From an optimization exercise on the open Yosys and OpenROAD flow, aimed at small area and a short achievable clock period; shortcuts taken in it are not production practice. Where RTL was checked, it was by simulation tests only, not by an equivalence proof against the original. Power and IR drop assume default switching activity.

run F:
// Nbit_ALU_Register
module Nbit_ALU_Register (r2, r3, ALUop, r0, clk);
parameter n = 32;
input[n-1:0] r2, r3;
input[2:0] ALUop;
input clk;
output [n-1:0] r0;
wire[n-1:0] r1;
Nbit_ALU #(n) alu1 (.r1(r1), .r2(r2), .r3(r3), .ALUop(ALUop) );
Nbit_Register #(n) reg1 (.outo(r0), .ino(r1), .clk(clk) );
endmodule
Size in the first run: ~410 cells after synthesis, ~32 flip-flops, ~100 I/O pins.
clock: 15.5 ns
lec_check: 0
cap_margin: 20
core_margin: 2
core_utilization: 40
slew_margin: 20
synth_hierarchical: 1
synth_minimum_keep_size: 0
standard.sh (not shown) runs the stock make flow with config.mk's settings and CLKGATE_MAP_FILE= SYNTH_SCRIPT=/design/flow/synth_recipe.tcl, a recipe that flattens the netlist after the stock synthesis.
==> flow/flow/run.sh <==
#!/bin/bash
# Standard ORFS layout; the only change is the cell used to buffer the ports
# (a plain buf_1 instead of the delay buffer buffer_ports picks by default).
set -euo pipefail
export BUFFER_PORTS_ARGS="-buffer_cell sky130_fd_sc_hd__buf_1"
bash standard.sh > standard.log 2>&1
Run F completed; timing, DRC and antenna clean
Here is what was changed in the inputs of run E compared with run F.
==> flow/flow/run.sh <==
#!/bin/bash
# Standard ORFS layout with two changes: the ports are buffered with buf_1 (instead of the
# delay buffer buffer_ports picks by default), and timing repair aims for a setup slack of
# 10.5 ns, so that it sizes the critical paths for a shorter period than the clock's.
set -euo pipefail
export BUFFER_PORTS_ARGS="-buffer_cell sky130_fd_sc_hd__buf_1"
export SETUP_SLACK_MARGIN=10.5
bash standard.sh > standard.log 2>&1
Notes after the runs:
- [run E vs run F] portion of total power attributed to sequential cells: lower in run E
- Compared with run F, run E shows detailed-routing wirelength on met1 that has gone up by more than 10%.
- On aggregate routed wire length: between run E and run F, it ends up higher for run E.
- Relative to run F, fraction of area in multi-input gates has gone down in run E.
- From run F to run E the numbers moved as follows: register share of the cell area decreased 3.0 points; number of instances resized during post-cts repair has increased.
No functional check of the RTL was part of any run of this note.

== sierra ==
Nbit_ALU_Register, a different RTL version from the one above (not shown whole).
For scale: ~400 cells after synthesis, about 32 flip-flops, roughly 100 I/O pins, ~0.0028 mm² of cells after synthesis.
clock: 15.5 ns
lec_check: 0
cap_margin: 20
core_margin: 2
core_utilization: 60
cts_buf_list: sky130_fd_sc_hd__clkbuf_2 sky130_fd_sc_hd__clkbuf_4
gpl_timing_driven: 0
slew_margin: 20
synth_hierarchical: 1
synth_minimum_keep_size: 0
==> flow/flow/run.sh <==
#!/bin/bash
# Standard ORFS layout with two changes: the ports are buffered with buf_1 (instead of the
# delay buffer buffer_ports picks by default), and timing repair aims for a setup slack of
# 10.1 ns, so that it sizes the critical paths for a shorter period than the clock's.
set -euo pipefail
export BUFFER_PORTS_ARGS="-buffer_cell sky130_fd_sc_hd__buf_1"
export SETUP_SLACK_MARGIN=10.1
bash standard.sh > standard.log 2>&1
In summary, sierra completed successfully, with a layout that passed the timing, design-rule and antenna checks.
### sierra -> violet
Settings: changing CTS_BUF_LIST from sky130_fd_sc_hd__clkbuf_2 sky130_fd_sc_hd__clkbuf_4 to sky130_fd_sc_hd__clkbuf_4; changing CORE_UTILIZATION from 60 to 50.
### Flow results
Number of clock buffers in the layout ends up lower on sierra.
On post-layout minimum cycle time, sierra beats violet.
Die area: sierra and violet compared, higher one is violet
Compared with sierra, via total after detailed routing in violet decreased by a few percent.
sierra → violet: net count reported at finish down 2, fraction of area in non-clock buffers down 0.65 points.
Taking sierra as the reference, in violet relative contribution of sequential cells to total power saw little to no change, final worst setup slack saw a decrease, final design area excluding fillers saw little to no change.
Relative to violet, the following input files were edited for maple:
Settings: changing SLEW_MARGIN from 20 to 0; changing CAP_MARGIN from 20 to 0; changing CORE_UTILIZATION from 50 to 60.
### Flow results
- violet and maple ended up with roughly the same summed area of non-filler cells in the final layout.
- Looking at overall global routing resource usage, maple sits above violet.
- maple: sum of internal, switching and leakage power 0.37% above violet
- Taking violet as the reference, in maple multi-input gate area in the final layout held steady; post-route minimum period shrank by 0.042 ns; data required time of the worst path held steady.
- Going from violet to maple, the pre-CTS setup slack was found to have gone down by 0.092 ns.
- On layout overhead on the synthesized area, violet and maple are basically level.
--- input diff maple..nickel ---
Settings: CAP_MARGIN changed from 0 to 20; SLEW_MARGIN changed from 0 to 20.
==> flow/flow/run.sh <==
#!/bin/bash
# Standard ORFS layout with three changes: the ports are buffered with buf_1 (instead of the
# delay buffer buffer_ports picks by default); timing repair aims for a setup slack of
# 10.6 ns, so that it sizes the critical paths for a shorter period than the clock's; and
# that repair only resizes cells and swaps pins (no new buffers).
set -euo pipefail
export BUFFER_PORTS_ARGS="-buffer_cell sky130_fd_sc_hd__buf_1"
export SETUP_SLACK_MARGIN=10.6
export SETUP_MOVE_SEQUENCE=unbuffer,sizeup,swap
bash standard.sh > standard.log 2>&1
--- outcome ---
Total of plain and repair buffers excluding clock buffers ends up higher on maple.
Cell area went up by a few percent going from maple to nickel.
Compare nickel and maple | worst slew slack as a fraction of its limit lower: maple
maple → nickel: wire length increased by about 0.7% relative to the old numbers, clock share of power decreased 2.3 points, met1 routing resource usage after global routing now sits lower, switching power flat, final setup slack of the worst path went up.
Area taken by multi-input logic gates, nickel and maple: smaller value in maple
| maximum frequency | lower: maple |
Inputs modified between nickel and xenon:
==> flow/run.sh (new file) <==
#!/bin/bash
# synth_recipe.tcl (not shown) runs the flow's synth.tcl, then flattens the netlist and writes it again
# the make line also repeats each setting of config.mk as NAME=value (left out here)
make -C /OpenROAD-flow-scripts/flow DESIGN_CONFIG=/design/flow/config.mk WORK_HOME=/design/flow/orfs CLKGATE_MAP_FILE= SYNTH_SCRIPT=/design/flow/synth_recipe.tcl finish
removed: flow/flow/run.sh
removed: flow/standard.sh
Findings:
The lower clock share of power of nickel and xenon is in nickel. xenon vs nickel, met3 layer wire length in the routed design went up by 8.9%. Compared to nickel, xenon has met1 track demand over resource 3.5 points higher. In the tables for nickel and xenon, fmax reads lower with xenon. In terms of cell count, nickel and xenon differ only marginally. Diff nickel -> xenon: power consumed by sequential cells held, design area has increased, global-route usage shows an increase of 5.1 points, wire length of the first global-routing pass has increased. When xenon is set beside nickel, its total power consumption of the routed design turns out to be 46 µW larger.
The inputs of tundra differ from those of xenon as listed below.
Settings: swapping sky130_fd_sc_hd__clkbuf_4 for sky130_fd_sc_hd__clkbuf_8 in CTS_BUF_LIST; putting CTS_CLUSTER_SIZE at 32 where nothing was set; putting CTS_CLUSTER_DIAMETER at 200 where nothing was set.
==> flow/flow/run.sh (new file) <==
#!/bin/bash
# Standard ORFS layout with two changes: the ports are buffered with buf_1 (instead of the
# delay buffer buffer_ports picks by default), and timing repair aims for a setup slack of
# 10.1 ns, so that it sizes the critical paths for a shorter period than the clock's.
set -euo pipefail
export BUFFER_PORTS_ARGS="-buffer_cell sky130_fd_sc_hd__buf_1"
export SETUP_SLACK_MARGIN=10.1
bash standard.sh > standard.log 2>&1
==> flow/standard.sh (new file) <==
#!/bin/bash
# synth_recipe.tcl (not shown) runs the flow's synth.tcl, then flattens the netlist and writes it again
# the make line also repeats each setting of config.mk as NAME=value (left out here)
make -C /OpenROAD-flow-scripts/flow DESIGN_CONFIG=/design/flow/config.mk WORK_HOME=/design/flow/orfs CLKGATE_MAP_FILE= SYNTH_SCRIPT=/design/flow/synth_recipe.tcl "${@:-finish}"
removed: flow/run.sh
## What came out
tundra ran to completion and came out clean on the timing, design-rule and antenna checks.
Between xenon and tundra, relative contribution of the clock network to total power increased.
From tundra to xenon, die footprint did not move at all.
| internal cell power | tundra vs xenon | about 14% lower |
According to the power report, total power for tundra is lower than for xenon.
tundra ends up with a pin slew with the least headroom to its limit that is 0.17 ns lower than in xenon.

Setup of alpha:
Nbit_ALU_Register, a different RTL version from the one above (not shown whole).
Size in the first run: about 100 I/O pins.
Settings: LEC_CHECK=0, CAP_MARGIN=20, CORE_MARGIN=2, CORE_UTILIZATION=60, CTS_BUF_LIST=sky130_fd_sc_hd__clkbuf_4, GPL_TIMING_DRIVEN=0, SLEW_MARGIN=20, SYNTH_HIERARCHICAL=1, SYNTH_MINIMUM_KEEP_SIZE=0; clock period 15.5 ns.
==> flow/flow/run.sh <==
#!/bin/bash
# Standard ORFS layout with two changes: the ports are buffered with buf_1 (instead of the
# delay buffer buffer_ports picks by default), and timing repair aims for a setup slack of
# 9.9 ns, so that it sizes the critical paths for a shorter period than the clock's.
set -euo pipefail
export BUFFER_PORTS_ARGS="-buffer_cell sky130_fd_sc_hd__buf_1"
export SETUP_SLACK_MARGIN=9.9
bash standard.sh > standard.log 2>&1
Inputs modified between alpha and beta:
==> flow/flow/run.sh <==
#!/bin/bash
# Standard ORFS layout; the only change is the cell used to buffer the ports
# (a plain buf_1 instead of the delay buffer buffer_ports picks by default).
set -euo pipefail
export BUFFER_PORTS_ARGS="-buffer_cell sky130_fd_sc_hd__buf_1"
bash standard.sh > standard.log 2>&1
--- a/flow/config.mk
+++ b/flow/config.mk
@@ -10,2 +10 @@
-export CORE_UTILIZATION = 60
-export CTS_BUF_LIST = sky130_fd_sc_hd__clkbuf_4
+export CORE_UTILIZATION = 40
### Flow results
- Looking at post-CTS setup-driven buffer insertion count across alpha and beta, the one that comes out higher is alpha.
- In the flow results for alpha and beta, the via count is larger on alpha.
- Compared beta vs alpha, and clock network power share is up in beta.
- beta gives more area of the die than alpha did.
- Summary of beta over alpha: count of clock-buffer cells in the layout has increased; fraction of final layout cells sized beyond drive strength 1 lost 3.3 points; detailed-placement wirelength estimate went up.
- Against alpha, total chip power in beta rose by a few percent.
- Diff alpha -> beta: final worst setup slack shrank by 850 ps; final core area utilization fell 26 points; final critical delay including setup and external delays went up by 850 ps.
Function was not checked in any run of this note: the RTL went through the layout flow alone.

## re-timing with driven ports
How much do the figures lean on ideal ports? The routed layouts below were timed once more, with nothing changed but the port constraints. Step 1 sets driving cells, clkbuf_16 on the clock port and buf_2 on the other inputs (assumed; they add their load-dependent delay and slew). Step 2 also shifts input and output timing later by t, the mid clock arrival at the registers, as if the neighbouring blocks saw the same clock. Slacks: ideal ports / drivers / drivers and shift; pairs: ideal ports / drivers.
run	t, ns	slack for setup (ns)	slew at the worst register clock pin (ns)
run F	0.315	9.738 / 9.739 / 9.425	0.08 / 0.08
run E	0.316	10.387 / 10.362 / 10.046	0.07 / 0.07
sierra	0.365	10.305 / 10.294 / 9.929	0.12 / 0.12
violet	0.353	10.262 / 10.270 / 9.917	0.11 / 0.11
maple	0.365	10.305 / 10.294 / 9.929	0.12 / 0.12
nickel	0.358	10.418 / 10.395 / 10.037	0.10 / 0.10
xenon	0.363	9.331 / 9.328 / 8.965	0.11 / 0.11
tundra	0.316	10.277 / 10.274 / 9.958	0.08 / 0.08
alpha	0.358	10.059 / 10.063 / 9.705	0.11 / 0.11
beta	0.310	9.214 / 9.220 / 8.909	0.07 / 0.07
After both steps setup and hold are still met in every run listed. For nickel, which loses most, drivers alone change the setup slack by -0.023 ns; drivers and shift together by -0.381 ns.
